This design comes from an exercise in tuning for small area, a short achievable clock period and few clock cycles on the open sky130 flow, not from production work.
In this exercise RTL edits were held to simulation tests only and were not proved equivalent to the original.
Power is estimated from default activity; no workload was simulated.

### design/flow/design.v
`timescale 1 ns/10 ps
module mips_core (clk, rst, iaddr, idata, daddr, dwr, ddout, ddin);
	input         clk;
	input         rst;
	output [9:0]  iaddr;
	input  [31:0] idata;
	output [7:0]  daddr;
	output [31:0] ddout;
	input  [31:0] ddin;
	output        dwr;
	reg  [9:0]  f_pc;
	reg  [9:0]  ras;          
	reg         ras_v;
	wire [9:0]  f_pc1 = f_pc + 10'd1;
	wire        f_isJ  = (idata[31:27] == 5'b00001);  
	wire        f_isRet = ras_v && idata[31:26] == 6'b000000 &&
	                      idata[25:21] == 5'd31 && idata[5:0] == 6'b001000;  
	reg  [9:0]  btb_pc;       
	reg  [9:0]  btb_tgt;
	reg         btb_v;
	wire        f_btb  = btb_v && f_pc == btb_pc;
	wire        f_pred = f_btb || f_isJ || f_isRet;
	wire [9:0]  f_target = f_btb ? btb_tgt : f_isJ ? idata[9:0] : ras;
	reg  [9:0]  d_pc;
	reg  [31:0] d_ir;
	reg         d_valid;
	reg  [31:1] d_selA;       
	reg  [31:1] d_selB;
	reg         d_wA;         
	reg         d_wB;
	reg         d_fp;         
	reg         d_fb;         
	wire [5:0]  d_op     = d_ir[31:26];
	wire [4:0]  d_rs     = d_ir[25:21];
	wire [4:0]  d_rt     = d_ir[20:16];
	wire [4:0]  d_rd     = d_ir[15:11];
	wire [5:0]  d_funct  = d_ir[5:0];
	wire [31:0] d_imm32  = {{16{d_ir[15]}}, d_ir[15:0]};
	wire [10:0] d_link   = {1'b0, d_pc} + 11'd1;
	reg         d_RegWrite;
	reg  [4:0]  d_regtoWrite;
	reg         d_MemRead;
	reg         d_MemWrite;
	reg         d_Mul;
	reg  [1:0]  d_Res;        
	reg         d_Sub;
	reg  [1:0]  d_Logic;      
	reg  [1:0]  d_Shift;      
	reg         d_Unsigned;
	reg         d_AluSrc;     
	reg         d_ShiftVar;   
	reg         d_Lui;
	reg         d_Link;
	reg         d_useRs;
	reg         d_useRt;
	reg         d_Branch;
	reg  [2:0]  d_BrType;
	reg         d_jumpReg;    
	reg  [31:0] x_A;          
	reg  [31:0] x_B;          
	reg  [31:0] x_sd;         
	reg  [4:0]  x_sh;         
	reg  [1:0]  x_Res;
	reg         x_Sub;
	reg  [1:0]  x_Logic;
	reg  [1:0]  x_Shift;
	reg         x_Unsigned;
	reg         x_RegWrite;
	reg  [4:0]  x_regtoWrite;
	reg         x_MemRead;
	reg         x_MemWrite;
	reg         x_Mul;
	reg         x_BrE;        
	reg         x_jumpReg;
	reg  [2:0]  x_BrType;
	reg         x_pred;       
	reg  [9:0]  x_alt;        
	reg  [31:0] m_addr;       
	reg  [31:0] m_din;
	reg  [31:0] m_mul0;       
	reg  [31:0] m_mul1;
	reg  [31:0] m_mul2;
	reg         m_RegWrite;
	reg  [4:0]  m_regtoWrite;
	reg         m_MemRead;
	reg         m_MemWrite;
	reg         m_Mul;
	reg  [31:0] w_val;
	reg         w_RegWrite;
	reg  [4:0]  w_regtoWrite;
	reg  [31:0] RegBank [1:31];
	assign iaddr = f_pc;
	always @(*) begin
		d_RegWrite   = 1'b0;
		d_regtoWrite = d_rt;
		d_MemRead    = 1'b0;
		d_MemWrite   = 1'b0;
		d_Mul        = 1'b0;
		d_Res        = 2'd0;
		d_Sub        = 1'b0;
		d_Logic      = 2'd0;
		d_Shift      = 2'd0;
		d_Unsigned   = 1'b0;
		d_AluSrc     = 1'b0;
		d_ShiftVar   = 1'b0;
		d_Lui        = 1'b0;
		d_Link       = 1'b0;
		d_useRs      = 1'b0;
		d_useRt      = 1'b0;
		d_Branch     = 1'b0;
		d_BrType     = 3'd0;
		d_jumpReg    = 1'b0;
		case (d_op)
			6'b000000: begin  
				d_regtoWrite = d_rd;
				d_useRs = 1'b1;
				d_useRt = 1'b1;
				d_RegWrite = 1'b1;
				case (d_funct)
					6'b100000, 6'b100001: ;                                   
					6'b100010, 6'b100011: d_Sub = 1'b1;                       
					6'b100100: begin d_Res = 2'd1; d_Logic = 2'd0; end        
					6'b100101: begin d_Res = 2'd1; d_Logic = 2'd1; end        
					6'b100110: begin d_Res = 2'd1; d_Logic = 2'd2; end        
					6'b100111: begin d_Res = 2'd1; d_Logic = 2'd3; end        
					6'b101010: begin d_Res = 2'd3; d_Sub = 1'b1; end          
					6'b101011: begin d_Res = 2'd3; d_Sub = 1'b1; d_Unsigned = 1'b1; end  
					6'b000000: begin d_Res = 2'd2; d_Shift = 2'd0; d_useRs = 1'b0; end  
					6'b000010: begin d_Res = 2'd2; d_Shift = 2'd2; d_useRs = 1'b0; end  
					6'b000011: begin d_Res = 2'd2; d_Shift = 2'd3; d_useRs = 1'b0; end  
					6'b000100: begin d_Res = 2'd2; d_Shift = 2'd0; d_ShiftVar = 1'b1; end  
					6'b000110: begin d_Res = 2'd2; d_Shift = 2'd2; d_ShiftVar = 1'b1; end  
					6'b000111: begin d_Res = 2'd2; d_Shift = 2'd3; d_ShiftVar = 1'b1; end  
					6'b001000: begin  
						d_RegWrite = 1'b0;
						d_useRt = 1'b0;
						d_jumpReg = 1'b1;
					end
					6'b001001: begin  
						d_useRt = 1'b0;
						d_jumpReg = 1'b1;
						d_Link = 1'b1;
						d_Res = 2'd2;
						d_regtoWrite = 5'd31;
					end
					default: d_RegWrite = 1'b0;
				endcase
			end
			6'b011100: begin  
				d_regtoWrite = d_rd;
				d_useRs = 1'b1;
				d_useRt = 1'b1;
				d_Mul = 1'b1;
				d_RegWrite = (d_funct == 6'b000010);
			end
			6'b000100, 6'b000101: begin  
				d_useRs = 1'b1;
				d_useRt = 1'b1;
				d_Branch = 1'b1;
				d_BrType = {2'b00, d_op[0]};
			end
			6'b000110, 6'b000111: begin  
				d_useRs = 1'b1;
				d_Branch = 1'b1;
				d_BrType = {2'b01, d_op[0]};
			end
			6'b000001: begin  
				d_useRs = 1'b1;
				if (d_rt[3:1] == 3'b000) begin
					d_Branch = 1'b1;
					d_BrType = {2'b10, d_rt[0]};
					d_RegWrite = d_rt[4];
					d_regtoWrite = 5'd31;
					d_Link = 1'b1;
					d_Res = 2'd2;
				end
			end
			6'b000010: ;  
			6'b000011: begin  
				d_RegWrite = 1'b1;
				d_regtoWrite = 5'd31;
				d_Link = 1'b1;
				d_Res = 2'd2;
			end
			6'b100011: begin  
				d_useRs = 1'b1;
				d_AluSrc = 1'b1;
				d_RegWrite = 1'b1;
				d_MemRead = 1'b1;
			end
			6'b101011: begin  
				d_useRs = 1'b1;
				d_useRt = 1'b1;
				d_AluSrc = 1'b1;
				d_MemWrite = 1'b1;
			end
			6'b001000, 6'b001001: begin  
				d_useRs = 1'b1;
				d_AluSrc = 1'b1;
				d_RegWrite = 1'b1;
			end
			6'b001010: begin  
				d_useRs = 1'b1;
				d_AluSrc = 1'b1;
				d_RegWrite = 1'b1;
				d_Res = 2'd3;
				d_Sub = 1'b1;
			end
			6'b001011: begin  
				d_useRs = 1'b1;
				d_AluSrc = 1'b1;
				d_RegWrite = 1'b1;
				d_Res = 2'd3;
				d_Sub = 1'b1;
				d_Unsigned = 1'b1;
			end
			6'b001100: begin  
				d_useRs = 1'b1;
				d_AluSrc = 1'b1;
				d_RegWrite = 1'b1;
				d_Res = 2'd1;
				d_Logic = 2'd0;
			end
			6'b001101: begin  
				d_useRs = 1'b1;
				d_AluSrc = 1'b1;
				d_RegWrite = 1'b1;
				d_Res = 2'd1;
				d_Logic = 2'd1;
			end
			6'b001110: begin  
				d_useRs = 1'b1;
				d_AluSrc = 1'b1;
				d_RegWrite = 1'b1;
				d_Res = 2'd1;
				d_Logic = 2'd2;
			end
			6'b001111: begin  
				d_AluSrc = 1'b1;
				d_RegWrite = 1'b1;
				d_Lui = 1'b1;
				d_Res = 2'd2;
			end
			default: ;
		endcase
	end
	always @(posedge clk)
		if (w_RegWrite && w_regtoWrite != 5'd0)
			RegBank[w_regtoWrite] <= w_val;
	wire x_late  = x_MemRead || x_Mul;    
	wire m_late  = m_MemRead || m_Mul;
	wire x_hitRs = x_RegWrite && x_regtoWrite != 5'd0 && x_regtoWrite == d_rs;
	wire x_hitRt = x_RegWrite && x_regtoWrite != 5'd0 && x_regtoWrite == d_rt;
	wire m_hitRs = m_RegWrite && m_regtoWrite != 5'd0 && m_regtoWrite == d_rs;
	wire m_hitRt = m_RegWrite && m_regtoWrite != 5'd0 && m_regtoWrite == d_rt;
	wire stall = d_valid &&
	             ((d_useRs && ((x_late && x_hitRs) || (m_Mul && m_hitRs))) ||
	              (d_useRt && ((x_late && x_hitRt) || (m_Mul && m_hitRt))));
	wire [4:0] n_rs = stall ? d_rs : idata[25:21];    
	wire [4:0] n_rt = stall ? d_rt : idata[20:16];
	wire n_wA = m_RegWrite && m_regtoWrite != 5'd0 && m_regtoWrite == n_rs;
	wire n_wB = m_RegWrite && m_regtoWrite != 5'd0 && m_regtoWrite == n_rt;
	reg [31:0] rf_A, rf_B;
	reg [31:1] n_selA, n_selB;
	integer k;
	always @(*) begin
		rf_A = {32{d_wA}} & w_val;
		rf_B = {32{d_wB}} & w_val;
		for (k = 1; k < 32; k = k + 1) begin
			n_selA[k] = (n_rs == k) && !n_wA;
			n_selB[k] = (n_rt == k) && !n_wB;
			rf_A = rf_A | ({32{d_selA[k]}} & RegBank[k]);
			rf_B = rf_B | ({32{d_selB[k]}} & RegBank[k]);
		end
	end
	wire d_cond  = d_Branch && (d_ir[15:0] != 16'd0);
	wire d_ctrl  = d_cond || d_jumpReg;
	wire d_defer = (d_useRs && (x_hitRs || m_hitRs)) ||
	               (d_useRt && (x_hitRt || m_hitRt));
	wire [31:0] d_regA = rf_A;
	wire [31:0] d_regB = rf_B;
	reg taken;
	always @(*) begin
		case (d_BrType)
			3'b000: taken = (d_regA == d_regB);                           
			3'b001: taken = (d_regA != d_regB);                           
			3'b010: taken = d_regA[31] || (d_regA == 32'd0);              
			3'b011: taken = !d_regA[31] && (d_regA != 32'd0);             
			3'b100: taken = d_regA[31];                                   
			3'b101: taken = !d_regA[31];                                  
			default: taken = 1'b0;
		endcase
	end
	wire [9:0] d_pc1        = d_pc + 10'd1;
	wire [9:0] branch_value = d_pc1 + d_ir[9:0];
	wire d_go     = d_valid && !stall;
	wire d_pred   = d_ir[15];                  
	wire [31:0] bx = x_B ^ {32{x_Sub}};
	wire [33:0] sum = {1'b0, x_A, 1'b1} + {1'b0, bx, x_Sub};
	wire lt = x_Unsigned ? !sum[33] :
	          (x_A[31] ^ x_B[31]) ? x_A[31] : sum[32];
	reg [31:0] logicZ;
	always @(*) begin
		case (x_Logic)
			2'd0: logicZ = x_A & x_B;
			2'd1: logicZ = x_A | x_B;
			2'd2: logicZ = x_A ^ x_B;
			default: logicZ = ~(x_A | x_B);
		endcase
	end
	wire [63:0] shext = {{32{x_Shift[0] & x_B[31]}}, x_B};
	wire [31:0] sr    = shext >> x_sh;
	wire [31:0] sl    = x_B << x_sh;
	wire [31:0] shiftZ = x_Shift[1] ? sr : sl;
	reg [31:0] aluZ;
	always @(*) begin
		case (x_Res)
			2'd0: aluZ = sum[32:1];
			2'd1: aluZ = logicZ;
			2'd2: aluZ = shiftZ;
			default: aluZ = {31'd0, lt};
		endcase
	end
	reg x_taken;
	always @(*) begin
		case (x_BrType)
			3'b000: x_taken = (x_A == x_B);
			3'b001: x_taken = (x_A != x_B);
			3'b010: x_taken = x_A[31] || (x_A == 32'd0);
			3'b011: x_taken = !x_A[31] && (x_A != 32'd0);
			3'b100: x_taken = x_A[31];
			3'b101: x_taken = !x_A[31];
			default: x_taken = 1'b0;
		endcase
	end
	wire x_redirect = x_BrE && (x_jumpReg ? (!x_pred || x_A[9:0] != x_alt) :
	                                        (x_taken != x_pred));
	wire [9:0] x_target = x_jumpReg ? x_A[9:0] : x_alt;
	wire [9:0] nextF  = f_pred ? f_target : f_pc1;   
	wire d_early  = !rst && !x_redirect && d_go;
	wire mBR      = d_early && d_cond && !d_defer;   
	wire mJR      = d_early && d_jumpReg && !d_defer;  
	wire jr_go    = !d_fp || d_regA[9:0] != f_pc;
	wire e_take   = d_go && d_cond && d_defer && !d_fb && d_pred;
	wire e_untake = d_go && d_fb && !d_cond;       
	wire [9:0] pcE = rst ? 10'd0 : x_redirect ? x_target : stall ? f_pc :
	                 e_take ? branch_value : e_untake ? d_pc1 : nextF;
	wire vE       = !rst && !x_redirect && (stall ? d_valid : !(e_take || e_untake));
	wire [9:0] pcT = d_fb ? nextF : branch_value;   
	wire [9:0] pcN = d_fb ? d_pc1 : nextF;          
	wire [9:0] f_pc_next = mBR ? (taken ? pcT : pcN) :
	                       mJR ? (jr_go ? d_regA[9:0] : nextF) : pcE;
	wire d_valid_next = mBR ? (taken == d_fb) : mJR ? !jr_go : vE;
	wire [31:0] m_ms  = m_mul0 ^ m_mul1 ^ m_mul2;
	wire [31:0] m_mc  = {((m_mul0 & m_mul1) | (m_mul0 & m_mul2) | (m_mul1 & m_mul2)), 1'b0};
	wire [31:0] m_res = m_Mul ? m_ms + m_mc : m_addr;
	wire [31:0] m_val = m_MemRead ? ddin : m_res;
	wire sA_x  = x_hitRs;
	wire sA_m  = !x_hitRs && m_hitRs && !m_MemRead;
	wire sA_l  = !x_hitRs && m_hitRs && m_MemRead;
	wire sA_r  = !x_hitRs && !m_hitRs;
	wire sB_x  = x_hitRt;
	wire sB_m  = !x_hitRt && m_hitRt && !m_MemRead;
	wire sB_l  = !x_hitRt && m_hitRt && m_MemRead;
	wire sB_r  = !x_hitRt && !m_hitRt;
	wire [31:0] fw_A = ({32{sA_x}} & aluZ) | ({32{sA_m}} & m_addr) |
	                   ({32{sA_r}} & rf_A) | ({32{sA_l}} & ddin);
	wire [31:0] fw_B = ({32{sB_x}} & aluZ) | ({32{sB_m}} & m_addr) |
	                   ({32{sB_r}} & rf_B) | ({32{sB_l}} & ddin);
	wire d_immB = d_Lui || d_Link || d_AluSrc;
	wire [31:0] d_kB  = d_Lui  ? {d_ir[15:0], 16'h0000} :
	                    d_Link ? {21'd0, d_link} : d_imm32;
	wire [31:0] op_B = ({32{d_immB}} & d_kB) |
	                   ({32{!d_immB && sB_x}} & aluZ) | ({32{!d_immB && sB_m}} & m_addr) |
	                   ({32{!d_immB && sB_r}} & rf_B) | ({32{!d_immB && sB_l}} & ddin);
	wire [32:0] mt_b = {x_sd, 1'b0};
	wire [32:0] mt_a = {x_A, 1'b0};    
	wire mt_one0 = mt_b[1] ^ mt_b[0];
	wire mt_two0 = (mt_b[2] & ~mt_b[1] & ~mt_b[0]) | (~mt_b[2] & mt_b[1] & mt_b[0]);
	wire mt_neg0 = mt_b[2];
	wire [31:0] mt_p0 = (({32{mt_one0}} & mt_a[32:1]) | ({32{mt_two0}} & mt_a[31:0])) ^ {32{mt_neg0}};
	wire [31:0] mt_r0 = mt_p0;
	wire mt_one1 = mt_b[3] ^ mt_b[2];
	wire mt_two1 = (mt_b[4] & ~mt_b[3] & ~mt_b[2]) | (~mt_b[4] & mt_b[3] & mt_b[2]);
	wire mt_neg1 = mt_b[4];
	wire [29:0] mt_p1 = (({30{mt_one1}} & mt_a[30:1]) | ({30{mt_two1}} & mt_a[29:0])) ^ {30{mt_neg1}};
	wire [31:0] mt_r1 = {mt_p1, 1'b0, mt_neg0};
	wire mt_one2 = mt_b[5] ^ mt_b[4];
	wire mt_two2 = (mt_b[6] & ~mt_b[5] & ~mt_b[4]) | (~mt_b[6] & mt_b[5] & mt_b[4]);
	wire mt_neg2 = mt_b[6];
	wire [27:0] mt_p2 = (({28{mt_one2}} & mt_a[28:1]) | ({28{mt_two2}} & mt_a[27:0])) ^ {28{mt_neg2}};
	wire [31:0] mt_r2 = {mt_p2, 1'b0, mt_neg1, 2'd0};
	wire mt_one3 = mt_b[7] ^ mt_b[6];
	wire mt_two3 = (mt_b[8] & ~mt_b[7] & ~mt_b[6]) | (~mt_b[8] & mt_b[7] & mt_b[6]);
	wire mt_neg3 = mt_b[8];
	wire [25:0] mt_p3 = (({26{mt_one3}} & mt_a[26:1]) | ({26{mt_two3}} & mt_a[25:0])) ^ {26{mt_neg3}};
	wire [31:0] mt_r3 = {mt_p3, 1'b0, mt_neg2, 4'd0};
	wire mt_one4 = mt_b[9] ^ mt_b[8];
	wire mt_two4 = (mt_b[10] & ~mt_b[9] & ~mt_b[8]) | (~mt_b[10] & mt_b[9] & mt_b[8]);
	wire mt_neg4 = mt_b[10];
	wire [23:0] mt_p4 = (({24{mt_one4}} & mt_a[24:1]) | ({24{mt_two4}} & mt_a[23:0])) ^ {24{mt_neg4}};
	wire [31:0] mt_r4 = {mt_p4, 1'b0, mt_neg3, 6'd0};
	wire mt_one5 = mt_b[11] ^ mt_b[10];
	wire mt_two5 = (mt_b[12] & ~mt_b[11] & ~mt_b[10]) | (~mt_b[12] & mt_b[11] & mt_b[10]);
	wire mt_neg5 = mt_b[12];
	wire [21:0] mt_p5 = (({22{mt_one5}} & mt_a[22:1]) | ({22{mt_two5}} & mt_a[21:0])) ^ {22{mt_neg5}};
	wire [31:0] mt_r5 = {mt_p5, 1'b0, mt_neg4, 8'd0};
	wire mt_one6 = mt_b[13] ^ mt_b[12];
	wire mt_two6 = (mt_b[14] & ~mt_b[13] & ~mt_b[12]) | (~mt_b[14] & mt_b[13] & mt_b[12]);
	wire mt_neg6 = mt_b[14];
	wire [19:0] mt_p6 = (({20{mt_one6}} & mt_a[20:1]) | ({20{mt_two6}} & mt_a[19:0])) ^ {20{mt_neg6}};
	wire [31:0] mt_r6 = {mt_p6, 1'b0, mt_neg5, 10'd0};
	wire mt_one7 = mt_b[15] ^ mt_b[14];
	wire mt_two7 = (mt_b[16] & ~mt_b[15] & ~mt_b[14]) | (~mt_b[16] & mt_b[15] & mt_b[14]);
	wire mt_neg7 = mt_b[16];
	wire [17:0] mt_p7 = (({18{mt_one7}} & mt_a[18:1]) | ({18{mt_two7}} & mt_a[17:0])) ^ {18{mt_neg7}};
	wire [31:0] mt_r7 = {mt_p7, 1'b0, mt_neg6, 12'd0};
	wire mt_one8 = mt_b[17] ^ mt_b[16];
	wire mt_two8 = (mt_b[18] & ~mt_b[17] & ~mt_b[16]) | (~mt_b[18] & mt_b[17] & mt_b[16]);
	wire mt_neg8 = mt_b[18];
	wire [15:0] mt_p8 = (({16{mt_one8}} & mt_a[16:1]) | ({16{mt_two8}} & mt_a[15:0])) ^ {16{mt_neg8}};
	wire [31:0] mt_r8 = {mt_p8, 1'b0, mt_neg7, 14'd0};
	wire mt_one9 = mt_b[19] ^ mt_b[18];
	wire mt_two9 = (mt_b[20] & ~mt_b[19] & ~mt_b[18]) | (~mt_b[20] & mt_b[19] & mt_b[18]);
	wire mt_neg9 = mt_b[20];
	wire [13:0] mt_p9 = (({14{mt_one9}} & mt_a[14:1]) | ({14{mt_two9}} & mt_a[13:0])) ^ {14{mt_neg9}};
	wire [31:0] mt_r9 = {mt_p9, 1'b0, mt_neg8, 16'd0};
	wire mt_one10 = mt_b[21] ^ mt_b[20];
	wire mt_two10 = (mt_b[22] & ~mt_b[21] & ~mt_b[20]) | (~mt_b[22] & mt_b[21] & mt_b[20]);
	wire mt_neg10 = mt_b[22];
	wire [11:0] mt_p10 = (({12{mt_one10}} & mt_a[12:1]) | ({12{mt_two10}} & mt_a[11:0])) ^ {12{mt_neg10}};
	wire [31:0] mt_r10 = {mt_p10, 1'b0, mt_neg9, 18'd0};
	wire mt_one11 = mt_b[23] ^ mt_b[22];
	wire mt_two11 = (mt_b[24] & ~mt_b[23] & ~mt_b[22]) | (~mt_b[24] & mt_b[23] & mt_b[22]);
	wire mt_neg11 = mt_b[24];
	wire [9:0] mt_p11 = (({10{mt_one11}} & mt_a[10:1]) | ({10{mt_two11}} & mt_a[9:0])) ^ {10{mt_neg11}};
	wire [31:0] mt_r11 = {mt_p11, 1'b0, mt_neg10, 20'd0};
	wire mt_one12 = mt_b[25] ^ mt_b[24];
	wire mt_two12 = (mt_b[26] & ~mt_b[25] & ~mt_b[24]) | (~mt_b[26] & mt_b[25] & mt_b[24]);
	wire mt_neg12 = mt_b[26];
	wire [7:0] mt_p12 = (({8{mt_one12}} & mt_a[8:1]) | ({8{mt_two12}} & mt_a[7:0])) ^ {8{mt_neg12}};
	wire [31:0] mt_r12 = {mt_p12, 1'b0, mt_neg11, 22'd0};
	wire mt_one13 = mt_b[27] ^ mt_b[26];
	wire mt_two13 = (mt_b[28] & ~mt_b[27] & ~mt_b[26]) | (~mt_b[28] & mt_b[27] & mt_b[26]);
	wire mt_neg13 = mt_b[28];
	wire [5:0] mt_p13 = (({6{mt_one13}} & mt_a[6:1]) | ({6{mt_two13}} & mt_a[5:0])) ^ {6{mt_neg13}};
	wire [31:0] mt_r13 = {mt_p13, 1'b0, mt_neg12, 24'd0};
	wire mt_one14 = mt_b[29] ^ mt_b[28];
	wire mt_two14 = (mt_b[30] & ~mt_b[29] & ~mt_b[28]) | (~mt_b[30] & mt_b[29] & mt_b[28]);
	wire mt_neg14 = mt_b[30];
	wire [3:0] mt_p14 = (({4{mt_one14}} & mt_a[4:1]) | ({4{mt_two14}} & mt_a[3:0])) ^ {4{mt_neg14}};
	wire [31:0] mt_r14 = {mt_p14, 1'b0, mt_neg13, 26'd0};
	wire mt_one15 = mt_b[31] ^ mt_b[30];
	wire mt_two15 = (mt_b[32] & ~mt_b[31] & ~mt_b[30]) | (~mt_b[32] & mt_b[31] & mt_b[30]);
	wire mt_neg15 = mt_b[32];
	wire [1:0] mt_p15 = (({2{mt_one15}} & mt_a[2:1]) | ({2{mt_two15}} & mt_a[1:0])) ^ {2{mt_neg15}};
	wire [31:0] mt_r15 = {mt_p15, 1'b0, mt_neg14, 28'd0};
	wire [31:0] mt_r16 = {1'b0, mt_neg15, 30'd0};
	wire [31:0] mt_s1_0 = mt_r0 ^ mt_r1 ^ mt_r2;
	wire [31:0] mt_c1_0 = {((mt_r0 & mt_r1) | (mt_r0 & mt_r2) | (mt_r1 & mt_r2)), 1'b0};
	wire [31:0] mt_s1_1 = mt_r3 ^ mt_r4 ^ mt_r5;
	wire [31:0] mt_c1_1 = {((mt_r3 & mt_r4) | (mt_r3 & mt_r5) | (mt_r4 & mt_r5)), 1'b0};
	wire [31:0] mt_s1_2 = mt_r6 ^ mt_r7 ^ mt_r8;
	wire [31:0] mt_c1_2 = {((mt_r6 & mt_r7) | (mt_r6 & mt_r8) | (mt_r7 & mt_r8)), 1'b0};
	wire [31:0] mt_s1_3 = mt_r9 ^ mt_r10 ^ mt_r11;
	wire [31:0] mt_c1_3 = {((mt_r9 & mt_r10) | (mt_r9 & mt_r11) | (mt_r10 & mt_r11)), 1'b0};
	wire [31:0] mt_s1_4 = mt_r12 ^ mt_r13 ^ mt_r14;
	wire [31:0] mt_c1_4 = {((mt_r12 & mt_r13) | (mt_r12 & mt_r14) | (mt_r13 & mt_r14)), 1'b0};
	wire [31:0] mt_s2_0 = mt_s1_0 ^ mt_c1_0 ^ mt_s1_1;
	wire [31:0] mt_c2_0 = {((mt_s1_0 & mt_c1_0) | (mt_s1_0 & mt_s1_1) | (mt_c1_0 & mt_s1_1)), 1'b0};
	wire [31:0] mt_s2_1 = mt_c1_1 ^ mt_s1_2 ^ mt_c1_2;
	wire [31:0] mt_c2_1 = {((mt_c1_1 & mt_s1_2) | (mt_c1_1 & mt_c1_2) | (mt_s1_2 & mt_c1_2)), 1'b0};
	wire [31:0] mt_s2_2 = mt_s1_3 ^ mt_c1_3 ^ mt_s1_4;
	wire [31:0] mt_c2_2 = {((mt_s1_3 & mt_c1_3) | (mt_s1_3 & mt_s1_4) | (mt_c1_3 & mt_s1_4)), 1'b0};
	wire [31:0] mt_s2_3 = mt_c1_4 ^ mt_r15 ^ mt_r16;
	wire [31:0] mt_c2_3 = {((mt_c1_4 & mt_r15) | (mt_c1_4 & mt_r16) | (mt_r15 & mt_r16)), 1'b0};
	wire [31:0] mt_s3_0 = mt_s2_0 ^ mt_c2_0 ^ mt_s2_1;
	wire [31:0] mt_c3_0 = {((mt_s2_0 & mt_c2_0) | (mt_s2_0 & mt_s2_1) | (mt_c2_0 & mt_s2_1)), 1'b0};
	wire [31:0] mt_s3_1 = mt_c2_1 ^ mt_s2_2 ^ mt_c2_2;
	wire [31:0] mt_c3_1 = {((mt_c2_1 & mt_s2_2) | (mt_c2_1 & mt_c2_2) | (mt_s2_2 & mt_c2_2)), 1'b0};
	wire [31:0] mt_s4_0 = mt_s3_0 ^ mt_c3_0 ^ mt_s3_1;
	wire [31:0] mt_c4_0 = {((mt_s3_0 & mt_c3_0) | (mt_s3_0 & mt_s3_1) | (mt_c3_0 & mt_s3_1)), 1'b0};
	wire [31:0] mt_s4_1 = mt_c3_1 ^ mt_s2_3 ^ mt_c2_3;
	wire [31:0] mt_c4_1 = {((mt_c3_1 & mt_s2_3) | (mt_c3_1 & mt_c2_3) | (mt_s2_3 & mt_c2_3)), 1'b0};
	wire [31:0] mt_s5_0 = mt_s4_0 ^ mt_c4_0 ^ mt_s4_1;
	wire [31:0] mt_c5_0 = {((mt_s4_0 & mt_c4_0) | (mt_s4_0 & mt_s4_1) | (mt_c4_0 & mt_s4_1)), 1'b0};
	wire [31:0] mt_o0 = mt_s5_0;
	wire [31:0] mt_o1 = mt_c5_0;
	wire [31:0] mt_o2 = mt_c4_1;
	wire d_issue = d_go && !x_redirect;
	always @(posedge clk) begin
		f_pc    <= f_pc_next;     
		d_valid <= d_valid_next;
	end
	always @(posedge clk) begin
		if (rst) begin
			ras_v      <= 1'b0;
			btb_v      <= 1'b0;
			x_RegWrite <= 1'b0;
			x_MemRead  <= 1'b0;
			x_MemWrite <= 1'b0;
			x_Mul      <= 1'b0;
			x_BrE      <= 1'b0;
			m_RegWrite <= 1'b0;
			m_MemRead  <= 1'b0;
			m_MemWrite <= 1'b0;
			m_Mul      <= 1'b0;
			w_RegWrite <= 1'b0;
		end else begin
			if (d_issue && d_Link && (d_op == 6'b000011 || d_jumpReg))
				ras_v    <= 1'b1;
			if (d_issue && d_cond && d_pred)
				btb_v    <= 1'b1;
			x_RegWrite   <= d_issue && d_RegWrite;
			x_MemRead    <= d_issue && d_MemRead;
			x_MemWrite   <= d_issue && d_MemWrite;
			x_Mul        <= d_issue && d_Mul;
			x_BrE        <= d_issue && d_ctrl && d_defer;
			m_RegWrite   <= x_RegWrite;
			m_MemRead    <= x_MemRead;
			m_MemWrite   <= x_MemWrite;
			m_Mul        <= x_Mul;
			w_RegWrite   <= m_RegWrite;
		end
	end
	always @(posedge clk) begin
		if (!stall) begin
			d_pc <= f_pc;
			d_ir <= idata;
			d_fp <= f_pred;
			d_fb <= f_btb;
		end
		if (d_issue && d_Link && (d_op == 6'b000011 || d_jumpReg))
			ras <= d_pc1;
		if (d_issue && d_cond && d_pred) begin
			btb_pc  <= d_pc;
			btb_tgt <= branch_value;
		end
		d_selA <= n_selA;
		d_selB <= n_selB;
		d_wA   <= n_wA;
		d_wB   <= n_wB;
		x_A          <= fw_A;
		x_B          <= op_B;
		x_sd         <= fw_B;
		x_sh         <= d_ShiftVar ? fw_A[4:0] : (d_Lui || d_Link) ? 5'd0 : d_ir[10:6];
		x_Res        <= d_Res;
		x_Sub        <= d_Sub;
		x_Logic      <= d_Logic;
		x_Shift      <= d_Shift;
		x_Unsigned   <= d_Unsigned;
		x_regtoWrite <= d_regtoWrite;
		x_jumpReg    <= d_jumpReg;
		x_BrType     <= d_BrType;
		x_pred       <= d_jumpReg ? d_fp : d_pred;
		x_alt        <= d_jumpReg ? f_pc : d_pred ? d_pc1 : branch_value;
		m_addr       <= aluZ;
		m_din        <= x_sd;
		m_mul0       <= mt_o0;
		m_mul1       <= mt_o1;
		m_mul2       <= mt_o2;
		m_regtoWrite <= x_regtoWrite;
		w_val        <= m_val;
		w_regtoWrite <= m_regtoWrite;
	end
	assign daddr = m_addr[7:0];
	assign ddout = m_din;
	assign dwr   = m_MemWrite;
endmodule
### design/flow/flow/run.sh
#!/bin/bash
export SETUP_SLACK_MARGIN=8
export TNS_END_PERCENT=10
bash standard.sh > standard.log 2>&1
### design/flow/standard.sh
#!/bin/bash
# synth_recipe.tcl (not shown) runs the flow's synth.tcl, then flattens the netlist and writes it again
# the make line also repeats each setting of config.mk as NAME=value (left out here)
make -C /OpenROAD-flow-scripts/flow DESIGN_CONFIG=/design/flow/config.mk WORK_HOME=/design/flow/orfs CLKGATE_MAP_FILE= SYNTH_SCRIPT=/design/flow/synth_recipe.tcl "${@:-finish}"
### design/flow/config.mk
export PLATFORM = sky130hd
export DESIGN_NAME = mips_core
export DESIGN_NICKNAME = mips_core
export VERILOG_FILES = /design/flow/design.v
export SDC_FILE = /design/flow/constraint.sdc
export NUM_CORES = 4
export LEC_CHECK = 0
export CAP_MARGIN = 20
export CORE_MARGIN = 2
export CORE_UTILIZATION = 40
export SLEW_MARGIN = 20
### design/flow/constraint.sdc
create_clock -name core_clock -period 12.0 [get_ports {clk}]
set_input_delay 2.4000 -clock core_clock [delete_from_list [all_inputs] [get_ports {clk}]]
set_output_delay 2.4000 -clock core_clock [all_outputs]
set_load 0.01 [all_outputs]
==> qor.csv, run 1 <==
metric,value,unit
fp.dieW,456,um
clock-sinks,1451,
finalMaxSlewViolations,0,
drive_gt1_share,17.1,%
fin_hold_ws,411,ps
synthFlopType,edfxtp_1,
startpoint,x_B[3],
rrSetupSlack,7490,ps
clock_skew,63.5,ps
rsz0062_at_grt,yes,
hpwl,239,mm
area_growth,19.2,%
max_freq,222,MHz
place_congestion,1.01,
power_leakage,34.4,nW
die_area,208000,um2
ys_seq_area_share,48.7,%
ir_drop,0.000439,V
grt_max_degree,77,
cp-endpoint,x_B[24],
finalSetupTns,0,ps
num_vias,75200,
async_flop_share,0,%
worstPathRequired,12730,ps
total_power,23.0,mW
synth.distinct_cells,90,
fin_util,48.1,%
timing.rr.end,x_B[24],
drt_pre_antenna_iters,14,
worstPathMaxFanout,11,
core_area,203000,um2
die_h,456,um
r2r_cells,13,
grt_pass1_vias,70400,
htree_levels,4,
synth.avg_cell_area,10.9,um2
grt_pass1_wl,566,mm
syn-num-nets,7936,
cts_made_buffers,156,
finalHoldViolCount,0,
antenna_found_initial,24,
endpoint_kind,register,
gr-total-overflow,0,
synth.most_common_cell,a22oi_1,
pin_count,117,
drt.antenna.violating_nets,0,
p_per_area,236,nW/um2
drt-initial-drc-count,15100,
vias_per_cell,7.23,
start_util,40.3,%
clk_path_buf_depth,3,
rows,165,
final_nets,8060,
hold_path.class,register to register,
insertion_delay,840,ps
status,no timing/DRC/antenna violations,
syn_area,81700,um2
placement.io_buffers,116,
top_register,RegBank,
synth_commonest_cells,"a22oi_1, edfxtp_1, nor2_1",
ys_ff_latch,1451,
netlist_top_cells_area,"edfxtp_1, a22oi_1, dfxtp_1",
worstSetupStartpointType,register,
netlist.area_leader.share,39.6,%
fin_crit,4510,ps
slew_headroom,11.9,%
largest_reg_flops,992,
clk_pin_slew,60,ps
root_buffer,clkbuf_16,
wire_per_inst,40.1,um
tightest_slew,1310,ps
critPathArrivalTime,5230,ps
synth_cells,7466,
crit_type,register to register,
tritoncts,yes,
track_usage,38.5,%
synth_top_area_cell,edfxtp_1,
finalSetupViolCount,0,
maxCapViolCount,0,
regToRegStartpoint,x_B[3],
fin_crit_sh,37.6,%
wl,418,mm
ys.warnings.count,1,
drc,0,
synth_edf_count,1076,
[cells in the final DEF, fill, tap and decap left out, drive strengths merged, types with 159 or more instances in the layout]
cell type	Yosys	final
ha	207	207
o21ai	351	351
clkbuf	483	213
buf	181	470
edfxtp	1076	1076
inv	334	339
mux2i	243	243
xnor2	159	159
nand2	296	298
fa	197	197
a21oi	180	180
nor2	640	640
dfxtp	375	375
a22oi	1123	1123
nand4	278	278
a211oi	238	238
[per-stage QoR]
step / std cells / instance area, um2 / worst slack (ps)
global route: 10400 / 97400 / 7480
finish: 10400 / 97400 / 7490
CTS: 10400 / 97000 / 7690
detailed placement: 9847 / 85900 / 6410
global placement: 9847 / 85900 / 6360
floorplan: 7466 / 81700 / 7440
[layer usage]
layer,part of all wire [%],GRT usage (%),wire length [um]
met5,0.068,0.482,286
met4,11,32.0,46400
met3,15,15.7,64600
met2,41,55.8,171000
met1,32,44.4,135000
[kinds of logic (layout without fill, tap and decap cells)]
group / Yosys count / in the layout / synth area share [%]
flip-flops: 1451 / 1451 / 48.7
adder cells (fa/ha/maj): 404 / 404 / 8.00
multiplexers: 335 / 335 / 5.02
buffers and inverters: 1003 / 1251 / 4.83
AND/OR/NAND/NOR: 1638 / 1646 / 9.90
AO/OA/AOI/OAI: 2359 / 2359 / 20.5
other: 0 / 16 / 0
XOR/XNOR: 276 / 276 / 2.96
[worst max-delay path: stages (launching register included)]
cell,delay [ps]
dfxtp_1,800
xor2_1,140
ha_1,400
o21ai_0,120
a21oi_1,360
a31oi_2,200
o21ai_2,350
a31o_2,240
xnor2_1,140
nor2_1,60
a21oi_1,310
o21ai_0,430
mux2_2,540
a221o_1,350
[power breakdown]
| part | switching (mW) | total, mW | leakage [nW] | internal (mW) |
|---|---|---|---|---|
| logic | 6.44 | 10.6 | 18.7 | 4.19 |
| clock network | 2.24 | 5.20 | 2.66 | 2.96 |
| registers | 0.742 | 7.15 | 13.0 | 6.41 |
[repair_timing]
action | CTS | global route
buffers inserted | 197 | 10
endpoints found under the setup margin | 341 | 326
gates resized for setup | 718 | 38
pin swaps | 93 | 17
cloned | 42 | 6
hold buffers | 0 | 0
[worst min-delay path by stage]
stage	depth (start not counted)	endpoint	startpoint
5_1_grt	0	m_din[26]	x_sd[26]
6_report	0	m_regtoWrite[1]	x_regtoWrite[1]
3_3_place_gp	0	m_din[30]	x_sd[30]
4_1_cts	0	m_regtoWrite[1]	x_regtoWrite[1]
2_1_floorplan	0	m_din[0]	x_sd[0]
3_5_place_dp	0	m_regtoWrite[1]	x_regtoWrite[1]
[final cells by class]
class | instances | area, um2
inverters | 339 | 1310
diodes | 16 | 40.0
repair buffers | 622 | 7230
well taps | 2672 | 3340
clock inverters | 81 | 1200
multi-input cells | 5020 | 39800
flip-flops and latches | 1451 | 40100
fillers | 17900 | 105000
clock buffers | 209 | 4330
Testbench counts, summed over its fixed seeds: cycles 22,972.
==> run 2, diff against run 1 <==
==> design/flow/flow/run.sh (replaced) <==
#!/bin/bash
export SETUP_SLACK_MARGIN=8
export TNS_END_PERCENT=10
export CTS_CLUSTER_SIZE=22
export CTS_CLUSTER_DIAMETER=80
export CTS_BUF_LIST="sky130_fd_sc_hd__clkbuf_8 sky130_fd_sc_hd__clkbuf_16"
bash standard.sh > standard.log 2>&1
==> qor.csv, run 2 <==
metric,value,unit
status,no timing/DRC/antenna violations,
synthFlopType,edfxtp_1,
max_freq,225,MHz
grt_pass1_wl,561,mm
ys_ff_latch,1451,
switchingPower,9.16,mW
area_growth,16.6,%
finalHoldViolCount,0,
drive_gt1_share,16.4,%
synth_cells,7466,
internal_power,12.1,mW
finalSetupTns,0,ps
finalMaxSlewViolations,0,
start_util,40.3,%
tightest_slew,1270,ps
hpwl,239,mm
fin_crit_sh,37.0,%
combPwrFrac,50.6,%
p_sw_share,43.1,%
drt-initial-drc-count,14500,
placed_area,85900,um2
syn_area,81700,um2
drt.antenna.violating_nets,0,
synth_fa_ha_area_share,8.00,%
clk_path_buf_depth,3,
final_common_cell,a22oi_1,
syn-num-nets,7936,
critPathArrivalTime,5080,ps
rsz0062_at_grt,yes,
synth-compound-area-share,20.5,%
pin_count,117,
wire_per_inst,40.2,um
power_leakage,33.4,nW
fin_area,95300,um2
slew_headroom,14.3,%
synth.distinct_cells,90,
clock-sinks,1451,
tritoncts,yes,
fp.dieW,456,um
endpoint_kind,register,
worstPathMaxFanout,8,
gr-total-overflow,0,
synth_top_family_by_area,compound AO/OA/AOI/OAI gates,
htree_levels,3,
total_power,21.3,mW
num_vias,74400,
crit_type,register to register,
hold_buffers,0,
core_area,203000,um2
synth.avg_cell_area,10.9,um2
die_area,208000,um2
netlist_top_cells_area,"edfxtp_1, a22oi_1, dfxtp_1",
grt_max_degree,77,
wl,414,mm
rows,165,
vias_per_cell,7.23,
fin_cells,10300,
placement.io_buffers,116,
dp.cells,9847,
layout_common_cells,"a22oi_1, edfxtp_1, nor2_1",
clkPwrFrac,15.8,%
worstSetupStartpointType,register,
largest_reg_flops,992,
track_usage,38.2,%
multiInputGateArea,40000,um2
worstPathRequired,12630,ps
ir_drop,0.000412,V
synth_xor_area_share,2.96,%
fillCellCount,18100,
clock_skew,98.8,ps
netlist.area_leader.share,39.6,%
p_per_area,223,nW/um2
hold_path.class,register to register,
maxCapViolCount,0,
final_nets,8011,
synth_commonest_cells,"a22oi_1, edfxtp_1, nor2_1",
ys.warnings.count,1,
drc,0,
synth.most_common_cell,a22oi_1,
grt_pass1_vias,69500,
antenna_found_initial,24,
root_buffer,clkbuf_16,
insertion_delay,840,ps
ys_seq_area_share,48.7,%
drt_pre_antenna_iters,10,
die_h,456,um
fin_crit,4440,ps
place_congestion,1.01,
top_register,RegBank,
clk_pin_slew,90,ps
regArea,40200,um2
synth_mux_area_share,5.02,%
cts_made_buffers,88,
rrSetupSlack,7560,ps
synth_edf_count,1076,
synth-simple-area-share,9.90,%
finalSetupViolCount,0,
synth_top_area_cell,edfxtp_1,
pwr-share-seq,33.5,%
async_flop_share,0,%
run 2: cell counts after synthesis:
No cell type changed its count.
run 2: cell families after synthesis:
logic type               count (synthesis)
multiplexers                           335
AO/OA/AOI/OAI                         2359
AND/OR/NAND/NOR                       1638
XOR/XNOR                               276
buffers and inverters                 1003
adder cells (fa/ha/maj)                404
flip-flops                            1451
run 2: path summary, 6_finish.rpt:
check / startpoint / end / cells after the start
worst min register to register: x_regtoWrite[1] / m_regtoWrite[1] / 0
worst min-delay path: x_regtoWrite[1] / m_regtoWrite[1] / 0
worst max register to register: x_B[1] / x_B[6] / 12
worst max-delay path: x_B[1] / x_B[6] / 12
run 2: final cells by class:
class                      instances  area share (%)
multi-input combinational       5019            42.0
sequential                      1451            42.1
timing repair buffer             642            7.89
inverter                         339            1.38
antenna                           13          0.0341
clock buffer                      90            2.34
tap                             2672            3.51
clock inverter                    75           0.720
run 2: power by group through the flow:
stage | sequential (mW) | combinational (mW) | clock (mW)
2_1_floorplan | 6.88 | 5.92 | 0
3_3_place_gp | 7.18 | 9.55 | 0
3_5_place_dp | 7.19 | 9.71 | 0
4_1_cts | 7.08 | 10.5 | 3.36
5_1_grt | 7.16 | 11.7 | 3.54
6_report | 7.13 | 10.8 | 3.37
run 2: stage by stage:
stage / worst slack, ps / utilization [%] / hold WS, ps
after floorplan: 7440 / - / 329
after global placement: 6360 / 42.4 / 397
after detailed placement: 6410 / 42.4 / 405
after CTS: 7660 / 46.7 / 420
after global routing: 7510 / 47.0 / 427
final: 7560 / 47.0 / 417
run 2: critical path, stage by stage, from the launching register on:
cell and delay (ps):
dfxtp_1 670, xor2_1 140, ha_1 360, o21ai_0 150, o211ai_1 410, buf_4 200
nand2_1 50, xor2_1 150, o21ai_1 560, a22oi_1 380, o21ai_0 720, nor2_1 80
o32ai_1 420
run 2: routing by layer:
layer / part of all wire (%) / GRT usage, % / up-vias
li1: - / - / 28900
met1: 32 / 44.1 / 35600
met2: 41 / 55.7 / 7421
met3: 16 / 15.2 / 2471
met4: 11 / 31.7 / 14
met5: 0.049 / 0 / -
run 2: timing repair:
item / in CTS / in global routing
pin swaps: 105 / 39
gates cloned: 41 / 5
setup buffers: 210 / 20
endpoints found under the setup margin: 344 / 318
gates resized for setup: 744 / 103
==> run 3, diff against run 2 <==
--- a/design/flow/flow/run.sh
+++ b/design/flow/flow/run.sh
@@ -1,5 +1,5 @@
 #!/bin/bash
 export SETUP_SLACK_MARGIN=8
-export TNS_END_PERCENT=10
+export TNS_END_PERCENT=0
 export CTS_CLUSTER_SIZE=22
 export CTS_CLUSTER_DIAMETER=80
==> qor.csv, run 3 <==
metric,value,unit
status,no timing/DRC/antenna violations,
rrSetupSlack,7540,ps
final_nets,7955,
fin_util,46.2,%
vias_per_cell,7.25,
place_congestion,1.03,
grt_max_degree,66,
critPathArrivalTime,4960,ps
syn_area,81700,um2
power_leakage,32.9,nW
worstPathMaxFanout,28,
top_register,RegBank,
drc,0,
drt.antenna.violating_nets,0,
worstPathCellList,"buf_4, a22oi_1, nand4_1, nor4_4, buf_4, xnor2_1, nand4_1, nor4_1, nand4_1, buf_4, o41ai_4, buf_4, or2_4, mux2i_1, o221ai_1",
insertion_delay,850,ps
fin_crit_sh,37.2,%
min-delay-start,x_sd[26],
layout_common_cells,"a22oi_1, edfxtp_1, nor2_1",
antenna_found_initial,18,
finalHoldViolCount,0,
whs_path_depth,0,
max_freq,224,MHz
area_growth,14.6,%
wl,409,mm
die_area,208000,um2
holdPathEnd,m_din[26],
start_util,40.3,%
crit_top_cell,buf_4,
crit_type,register to register,
synth.most_common_cell,a22oi_1,
rsz0062_at_grt,yes,
fillCellCount,18200,
drt_pre_antenna_iters,15,
wire_per_inst,39.9,um
track_usage,37.8,%
num_vias,74300,
hold_path.class,register to register,
finalSetupViolCount,0,
synth_xor_area_share,2.96,%
synth_commonest_cells,"a22oi_1, edfxtp_1, nor2_1",
clock-sinks,1451,
ir_drop,0.000385,V
ys.warnings.count,1,
netlist_top_cells_area,"edfxtp_1, a22oi_1, dfxtp_1",
tritoncts,yes,
drt-initial-drc-count,15000,
gr-total-overflow,0,
synth_top_family_by_area,compound AO/OA/AOI/OAI gates,
cp_slowest_stage_delay,740,ps
placement.io_buffers,116,
die_h,456,um
ys_ff_latch,1451,
worst-path-buf-inv,4,
ys_seq_area_share,48.7,%
synth_fa_ha_area_share,8.00,%
async_flop_share,0,%
synth-simple-area-share,9.90,%
htree_levels,3,
synth_top_area_cell,edfxtp_1,
pin_count,117,
synth.distinct_cells,90,
regToRegStartpoint,d_selA[18],
largest_reg_flops,992,
worstPathRequired,12500,ps
synth_edf_count,1076,
synth_cells,7466,
core_area,203000,um2
cpMaxStageDelayCell,buf_4,
synth_mux_area_share,5.02,%
r2r_cells,15,
endpoint_kind,register,
grt_pass1_wl,558,mm
synthFlopType,edfxtp_1,
finalMaxSlewViolations,0,
fp.dieW,456,um
synth-compound-area-share,20.5,%
cp_top_family,buffers and inverters,
maxCapViolCount,0,
hpwl,245,mm
fin_crit,4460,ps
final_common_cell,a22oi_1,
drive_gt1_share,14.5,%
root_buffer,clkbuf_16,
timing.rr.end,f_pc[8],
tightest_slew,1310,ps
rows,165,
clk_pin_slew,90,ps
synth.avg_cell_area,10.9,um2
cts_made_buffers,93,
clock_skew,110,ps
p_per_area,229,nW/um2
syn-num-nets,7936,
grt_pass1_vias,69700,
netlist.area_leader.share,39.6,%
clk_path_buf_depth,3,
slew_headroom,11.9,%
finalSetupTns,0,ps
worstSetupStartpointType,register,
## run 3: cell count changes in the layout (fill, tap and decap cells not counted), moves of 16 or more
cell      previous run  this run
dfxtp_4             64        42
o21ai_0            285       304
buf_6               41        60
buf_8               32        11
buf_12              82        41
a221oi_1           104       120
## run 3: cells by family after synthesis
family / after synthesis
AOI/OAI and AO/OA: 2359
xor gates and xnor gates: 276
buffers and inverters: 1003
and+or+nand+nor: 1638
DFF: 1451
adders and majority gates: 404
muxes: 335
## run 3: timing repair
| item | 4_1_cts | 5_1_grt |
|---|---|---|
| endpoints found under the setup margin | 336 | 352 |
| endpoints found under the hold margin | 0 | 0 |
| pin swaps | 70 | 22 |
| setup buffers | 138 | 16 |
| gates cloned | 36 | 3 |
| gates resized for setup | 450 | 84 |
| hold buffers | 0 | 0 |
## run 3: power breakdown
group	internal [mW]	switching, mW
combinational	4.28	6.57
clock	1.54	1.95
sequential	6.40	0.694
total	12.2	9.22
## run 3: how the worst max path moves through the flow
stage,from,end,slack (ps),depth (start not counted)
global placement,idata[4],f_pc[1],6310,11
finish,d_selA[18],f_pc[8],7540,15
CTS,x_sd[17],m_mul0[31],7690,17
floorplan,idata[26],f_pc[8],7440,12
detailed placement,idata[28],f_pc[1],6430,12
global route,x_A[12],f_pc[0],7490,16
## run 3: worst reg2reg max path, stage by stage (launching register included)
cell and delay (ps):
dfxtp_2 480, buf_4 740, a22oi_1 220, nand4_1 170
nor4_4 60, buf_4 210, xnor2_1 440, nand4_1 150
nor4_1 280, nand4_1 110, buf_4 200, o41ai_4 320
buf_4 190, or2_4 260, mux2i_1 210, o221ai_1 130
## run 3: metrics by stage
stage                     hold slack [ps]  cell area (um2)  cells  power, mW  worst slack (ps)
after floorplan                       329            81700   7466       12.8              7440
after global placement                406            86100   9866       16.8              6310
after detailed placement              402            86100   9868       17.0              6430
after CTS                             420            93000  10200       21.0              7690
after global routing                  430            93500  10200       22.5              7490
final                                 421            93600  10300       21.4              7540
## run 3: cell type report
class	instances	area [um2]	share of cell area [%]
flip-flops and latches	1451	40100	42.8
clock inverters	76	716	0.765
repair buffers	583	6340	6.78
well taps	2672	3340	3.57
inverters	339	1310	1.40
clock buffers	95	2370	2.53
multi-input cells	5017	39400	42.1
diodes	17	42.5	0.0455
## run 3: per-layer routing
layer,share of wire [%],GRT usage (%),vias to the layer above
met4,11,30.7,12
met2,41,55.1,7490
met1,33,44.7,35600
met5,0.021,0,-
li1,-,-,28700
met3,15,13.7,2417
==> run 4, diff against run 3 <==
==> design/flow/flow/run.sh (replaced) <==
#!/bin/bash
export SETUP_SLACK_MARGIN=8
export TNS_END_PERCENT=10
export CTS_CLUSTER_SIZE=28
export CTS_CLUSTER_DIAMETER=100
export CTS_BUF_LIST="sky130_fd_sc_hd__clkbuf_4 sky130_fd_sc_hd__clkbuf_8 sky130_fd_sc_hd__clkbuf_16"
bash standard.sh > standard.log 2>&1
==> qor.csv, run 4 <==
metric,value,unit
netlist_top_cells_area,"edfxtp_1, a22oi_1, dfxtp_1",
top_register,RegBank,
clk_path_buf_depth,3,
drive_gt1_share,16.2,%
grt_max_degree,77,
synth_edf_count,1076,
worstSetupStartpointType,register,
finalSetupTns,0,ps
netlist.area_leader.share,39.6,%
place_congestion,1.01,
crit_type,register to register,
antenna_found_initial,27,
largest_reg_flops,992,
hold_path.class,register to register,
ys_ff_latch,1451,
hold_buffers,0,
drt_pre_antenna_iters,10,
worstPathMaxFanout,11,
cpMaxStageDelayCell,dfxtp_1,
drt.antenna.violating_nets,0,
finalMaxSlewViolations,0,
synth.distinct_cells,90,
layout_common_cells,"a22oi_1, edfxtp_1, nor2_1",
maxCapViolCount,0,
final_nets,7992,
pin_count,117,
async_flop_share,0,%
ys.warnings.count,1,
synth.avg_cell_area,10.9,um2
max_freq,223,MHz
final_common_cell,a22oi_1,
rows,165,
status,no timing/DRC/antenna violations,
placement.io_buffers,116,
synth_commonest_cells,"a22oi_1, edfxtp_1, nor2_1",
final.setup.worst_slack,7520,ps
area_growth,15.9,%
fin_crit_sh,37.4,%
fin_area,94700,um2
worstPathCellList,"xor2_1, ha_1, o21a_1, o21ai_0, a21oi_1, o21ai_1, nand2_1, a21o_1, a21oi_1, xor2_1, o211ai_1, a21boi_0, buf_4, mux2_2",
ys_seq_area_share,48.7,%
cp_slowest_stage_delay,850,ps
gr-total-overflow,0,
start_util,40.3,%
synth.most_common_cell,a22oi_1,
critPathArrivalTime,5200,ps
tightest_slew,1310,ps
pre_cts_slack,6410,ps
syn_area,81700,um2
synthFlopType,edfxtp_1,
worstPathRequired,12720,ps
hpwl,239,mm
ir_drop,0.000437,V
p_per_area,220,nW/um2
wl,415,mm
tritoncts,yes,
endpoint_kind,register,
htree_levels,3,
core_area,203000,um2
clock_skew,84.0,ps
cts_made_buffers,68,
die_area,208000,um2
synth_top_area_cell,edfxtp_1,
syn-num-nets,7936,
wire_per_inst,40.5,um
drt-initial-drc-count,15000,
cp_top_family,compound AO/OA/AOI/OAI gates,
worst-path-buf-inv,1,
rsz0062_at_grt,yes,
die_h,456,um
drc,0,
fin_crit,4480,ps
insertion_delay,810,ps
power_leakage,33.1,nW
track_usage,38.2,%
grt_pass1_vias,69300,
rrSetupSlack,7520,ps
grt_pass1_wl,561,mm
placed_area,85900,um2
fillCellCount,18100,
finalSetupViolCount,0,
finalHoldViolCount,0,
clock-sinks,1451,
fp.dieW,456,um
clk_pin_slew,110,ps
vias_per_cell,7.25,
synth_cells,7466,
root_buffer,clkbuf_16,
num_vias,74400,
slew_headroom,11.4,%
[run 4: cell counts after synthesis]
Identical to the previous run, type by type.
[run 4: worst reg2reg max path, delay by kind of cell (launching register included)]
family                     cells  cell delay (ps)
adders and majority gates      1              380
xor gates and xnor gates       2              350
buffers and inverters          1              280
DFF                            1              850
AOI/OAI and AO/OA              8             2150
muxes                          1              220
and+or+nand+nor                1              210
[run 4: power by group]
group          internal, mW  switching, mW
Combinational          4.20           6.40
Clock                  1.26           1.82
Sequential             6.40          0.737
Total                  11.9           8.95
[run 4: per-stage QoR]
stage          hold slack, ps  util, %  cells  power, mW
3_5_place_dp              405     42.4   9847       16.9
4_1_cts                   419     46.4  10200       20.5
2_1_floorplan             329        -   7466       12.8
5_1_grt                   426     46.7  10200       21.9
6_report                  420     46.8  10300       20.8
3_3_place_gp              397     42.4   9847       16.7
[run 4: cell type report]
cell class / count / area [um2] / share of cell area, %
multi-input combinational: 5020 / 40000 / 42.2
tap: 2672 / 3340 / 3.53
clock inverter: 28 / 474 / 0.501
sequential: 1451 / 40200 / 42.4
clock buffer: 93 / 1910 / 2.02
antenna: 12 / 30.0 / 0.0317
timing repair buffer: 642 / 7490 / 7.91
inverter: 339 / 1310 / 1.38
[run 4: what timing repair did]
action,CTS,global route
setup buffers,207,18
endpoints found under the setup margin,349,333
pin swaps,92,26
gates cloned,41,11
resized for setup,727,78
[run 4: kinds of logic after synthesis]
kind of cell | Yosys count | synth area share [%]
buffers and inverters | 1003 | 4.83
flip-flops | 1451 | 48.7
adder cells (fa/ha/maj) | 404 | 8.00
AO/OA/AOI/OAI | 2359 | 20.5
multiplexers | 335 | 5.02
AND/OR/NAND/NOR | 1638 | 9.90
XOR/XNOR | 276 | 2.96
[run 4: path summary, 6_finish.rpt]
check / to / depth (start not counted) / start
max: x_A[19] / 14 / x_B[7]
max reg2reg: x_A[19] / 14 / x_B[7]
min: m_regtoWrite[1] / 0 / x_regtoWrite[1]
min reg2reg: m_regtoWrite[1] / 0 / x_regtoWrite[1]
[run 4: routing by layer]
layer / global-route usage, % / vias to the layer above / routed length, um
met1: 44.1 / 35700 / 135000
met2: 55.9 / 7382 / 171000
met3: 15.0 / 2429 / 63300
met4: 31.5 / 10 / 46000
li1: - / 28800 / -
met5: 0.230 / - / 72
==> run 5, diff against run 4 <==
--- a/design/flow/design.v
+++ b/design/flow/design.v
@@ -60,5 +60,6 @@
 	reg  [31:0] x_B;          
 	reg  [31:0] x_sd;         
-	reg  [4:0]  x_sh;         
+	reg  [4:0]  x_shL;        
+	reg  [4:0]  x_shR;
 	reg  [1:0]  x_Res;
 	reg         x_Sub;
@@ -310,6 +311,6 @@
 	end
 	wire [63:0] shext = {{32{x_Shift[0] & x_B[31]}}, x_B};
-	wire [31:0] sr    = shext >> x_sh;
-	wire [31:0] sl    = x_B << x_sh;
+	wire [31:0] sr    = shext >> x_shR;
+	wire [31:0] sl    = x_B << x_shL;
 	wire [31:0] shiftZ = x_Shift[1] ? sr : sl;
 	reg [31:0] aluZ;
@@ -544,5 +545,8 @@
 		x_B          <= op_B;
 		x_sd         <= fw_B;
-		x_sh         <= d_ShiftVar ? fw_A[4:0] : (d_Lui || d_Link) ? 5'd0 : d_ir[10:6];
+		if (d_Res == 2'd2 && !d_Shift[1])
+			x_shL    <= d_ShiftVar ? fw_A[4:0] : (d_Lui || d_Link) ? 5'd0 : d_ir[10:6];
+		if (d_Res == 2'd2 && d_Shift[1])
+			x_shR    <= d_ShiftVar ? fw_A[4:0] : d_ir[10:6];
 		x_Res        <= d_Res;
 		x_Sub        <= d_Sub;
==> design/flow/flow/run.sh (replaced) <==
#!/bin/bash
export SETUP_SLACK_MARGIN=8
export TNS_END_PERCENT=10
export CTS_CLUSTER_SIZE=22
export CTS_CLUSTER_DIAMETER=80
export CTS_BUF_LIST="sky130_fd_sc_hd__clkbuf_8 sky130_fd_sc_hd__clkbuf_16"
bash standard.sh > standard.log 2>&1
==> qor.csv, run 5 <==
metric,value,unit
status,no timing/DRC/antenna violations,
worstPathCellList,"and2_1, mux2i_1, o21ai_0, mux2i_1, nor2_1, nor2_1, nor3_1, mux2i_1, a21oi_1, a221o_1",
hold_buffers,0,
synth_edf_count,1086,
ys_seq_area_share,48.6,%
ys.warnings.count,1,
track_usage,39.4,%
cp_slowest_stage_delay,1010,ps
cts_made_buffers,89,
worstPathMaxFanout,11,
finalSetupTns,0,ps
finalSetupViolCount,0,
ys_ff_latch,1456,
fin_crit,4530,ps
grt_pass1_wl,577,mm
synth.avg_cell_area,11.0,um2
whs_path_depth,0,
num_vias,77700,
grt_util_met1,48.9,%
r2r_cells,10,
worstPathRequired,12730,ps
final_common_cell,a22oi_1,
synthFlopType,edfxtp_1,
ir_drop,0.000369,V
use_met2,51.8,%
finalHoldViolCount,0,
top_usage_layer,met2,
hpwl,245,mm
fillCellCount,18100,
timing.rr.end,x_B[18],
finalMaxSlewViolations,0,
vias_per_cell,7.39,
syn_area,82300,um2
synth.most_common_cell,a22oi_1,
fp.dieW,458,um
htree_levels,3,
total_power,21.4,mW
grt_pass1_vias,71400,
drive_gt1_share,18.0,%
power_leakage,34.5,nW
fin_crit_sh,37.7,%
crit_top_cell,mux2i_1,
placement.io_buffers,116,
netlist.area_leader.share,39.6,%
place_congestion,1.02,
endpoint_kind,register,
die_h,458,um
rsz0062_at_grt,yes,
fin_area,97300,um2
syn-num-nets,7985,
gr-total-overflow,0,
max_freq,221,MHz
async_flop_share,0,%
rows,166,
grt_max_degree,67,
worstSetupStartpointType,register,
pin_count,117,
crit_type,register to register,
grt_use_met3,19.5,%
synth_cells,7515,
hold_path.class,register to register,
layout_common_cells,"a22oi_1, edfxtp_1, nor2_1",
p_per_area,220,nW/um2
drt_pre_antenna_iters,30,
root_buffer,clkbuf_16,
core_area,205000,um2
placed_area,86400,um2
synth_commonest_cells,"a22oi_1, edfxtp_1, nor2_1",
netlist_top_cells_area,"edfxtp_1, a22oi_1, dfxtp_1",
clock-sinks,1456,
slew_headroom,13.8,%
top_register,RegBank,
antenna_found_initial,33,
clk_pin_slew,90,ps
tightest_slew,1290,ps
final_nets,8173,
drc,0,
insertion_delay,820,ps
holdPathEnd,m_din[30],
critPathArrivalTime,5260,ps
wl,430,mm
maxCapViolCount,0,
drt-initial-drc-count,17200,
regToRegStartpoint,x_B[31],
synth_top_area_cell,edfxtp_1,
area_growth,18.2,%
fin_util,47.6,%
min-delay-start,x_sd[30],
drt.antenna.violating_nets,0,
start_util,40.2,%
wire_per_inst,40.9,um
tritoncts,yes,
die_area,209000,um2
rrSetupSlack,7470,ps
synth.distinct_cells,106,
largest_reg_flops,992,
clock_skew,68.2,ps
clk_path_buf_depth,3,
cpMaxStageDelayCell,a21oi_1,
[run 5: kinds of logic (layout without fill, tap and decap cells)]
logic type | after synthesis | after routing | share of synthesized area (%)
AO/OA/AOI/OAI | 2331 | 2333 | 20.2
AND/OR/NAND/NOR | 1691 | 1696 | 10.0
flip-flops | 1456 | 1456 | 48.6
buffers and inverters | 1027 | 1285 | 5.45
adder cells (fa/ha/maj) | 405 | 405 | 7.95
multiplexers | 334 | 334 | 4.91
XOR/XNOR | 271 | 271 | 2.89
other | 0 | 37 | 0
[run 5: worst max path at each step]
| stage | from | endpoint | cells after the start |
|---|---|---|---|
| floorplan | idata[31] | f_pc[2] | 10 |
| global placement | idata[24] | f_pc[6] | 12 |
| detailed placement | idata[24] | f_pc[6] | 12 |
| CTS | x_sd[1] | m_mul0[31] | 18 |
| global route | x_sd[23] | m_mul0[31] | 18 |
| finish | x_B[31] | x_B[18] | 10 |
[run 5: final cells by class]
| class | count | area (um2) | area share, % |
|---|---|---|---|
| inverter | 365 | 1460 | 1.50 |
| antenna | 37 | 92.6 | 0.0952 |
| multi-input combinational | 5039 | 40000 | 41.2 |
| tap | 2688 | 3360 | 3.46 |
| clock inverter | 73 | 656 | 0.674 |
| timing repair buffer | 752 | 8940 | 9.19 |
| sequential | 1456 | 40400 | 41.5 |
| clock buffer | 95 | 2350 | 2.42 |
[run 5: metal layers]
metal,part of all wire (%),routed length [um]
met1,34,145000
met2,37,161000
met3,18,77400
met4,11,45500
met5,0.14,594
[run 5: critical path, delay by kind of cell, from the launching register on]
family	cells	cell delay, ps
AOI/OAI and AO/OA	3	1700
and+or+nand+nor	4	1260
DFF	1	760
muxes	3	720
[run 5: where the power goes]
| group | internal, mW | switching [mW] | total, mW |
|---|---|---|---|
| Sequential | 6.41 | 0.712 | 7.13 |
| Clock | 1.53 | 1.92 | 3.45 |
| Combinational | 4.30 | 6.56 | 10.9 |
[run 5: timing repair]
item,in CTS,in global routing
endpoints found under the setup margin,309,293
buffers inserted,255,53
endpoints found under the hold margin,0,0
resized for setup,744,138
pin swaps,98,50
cloned,56,6
[run 5: metrics by stage]
step           hold WS (ps)  setup slack, ps  cells
3_3_place_gp            402             6520   9925
5_1_grt                 417             7420  10500
4_1_cts                 412             7580  10400
3_5_place_dp            400             6490   9927
2_1_floorplan           326             7450   7515
6_report                412             7470  10500
Testbench counts of run 5, summed over its fixed seeds: cycles 22,972.

[static timing again, ports no longer ideal]
The results above use ideal ports. As a check the final layouts listed here were re-extracted and re-timed, cells and wires unchanged. Step 1, drivers: a clkbuf_16 drives clk and a buf_2 each remaining input, both assumed. Step 2 also shifts input and output timing later by t, the mid clock arrival at the registers, as if the neighbouring blocks saw the same clock. Slacks: ideal ports / drivers / drivers and shift; pairs: ideal ports / drivers.
| run | t, ns | setup WS [ns] | slew at the worst register clock pin (ns) |
|---|---|---|---|
| run 1 | 0.913 | 7.493 / 7.493 / 7.027 | 0.07 / 0.07 |
| run 2 | 0.873 | 7.555 / 7.555 / 7.051 | 0.10 / 0.10 |
| run 3 | 0.883 | 7.538 / 7.538 / 6.784 | 0.10 / 0.10 |
| run 4 | 0.857 | 7.517 / 7.517 / 7.068 | 0.12 / 0.12 |
| run 5 | 0.884 | 7.471 / 7.471 / 6.978 | 0.10 / 0.10 |
After both steps every run listed still meets setup and hold. The setup slack of run 3, which loses most, moves by 0.000 ns with the drivers and by -0.754 ns with both steps.
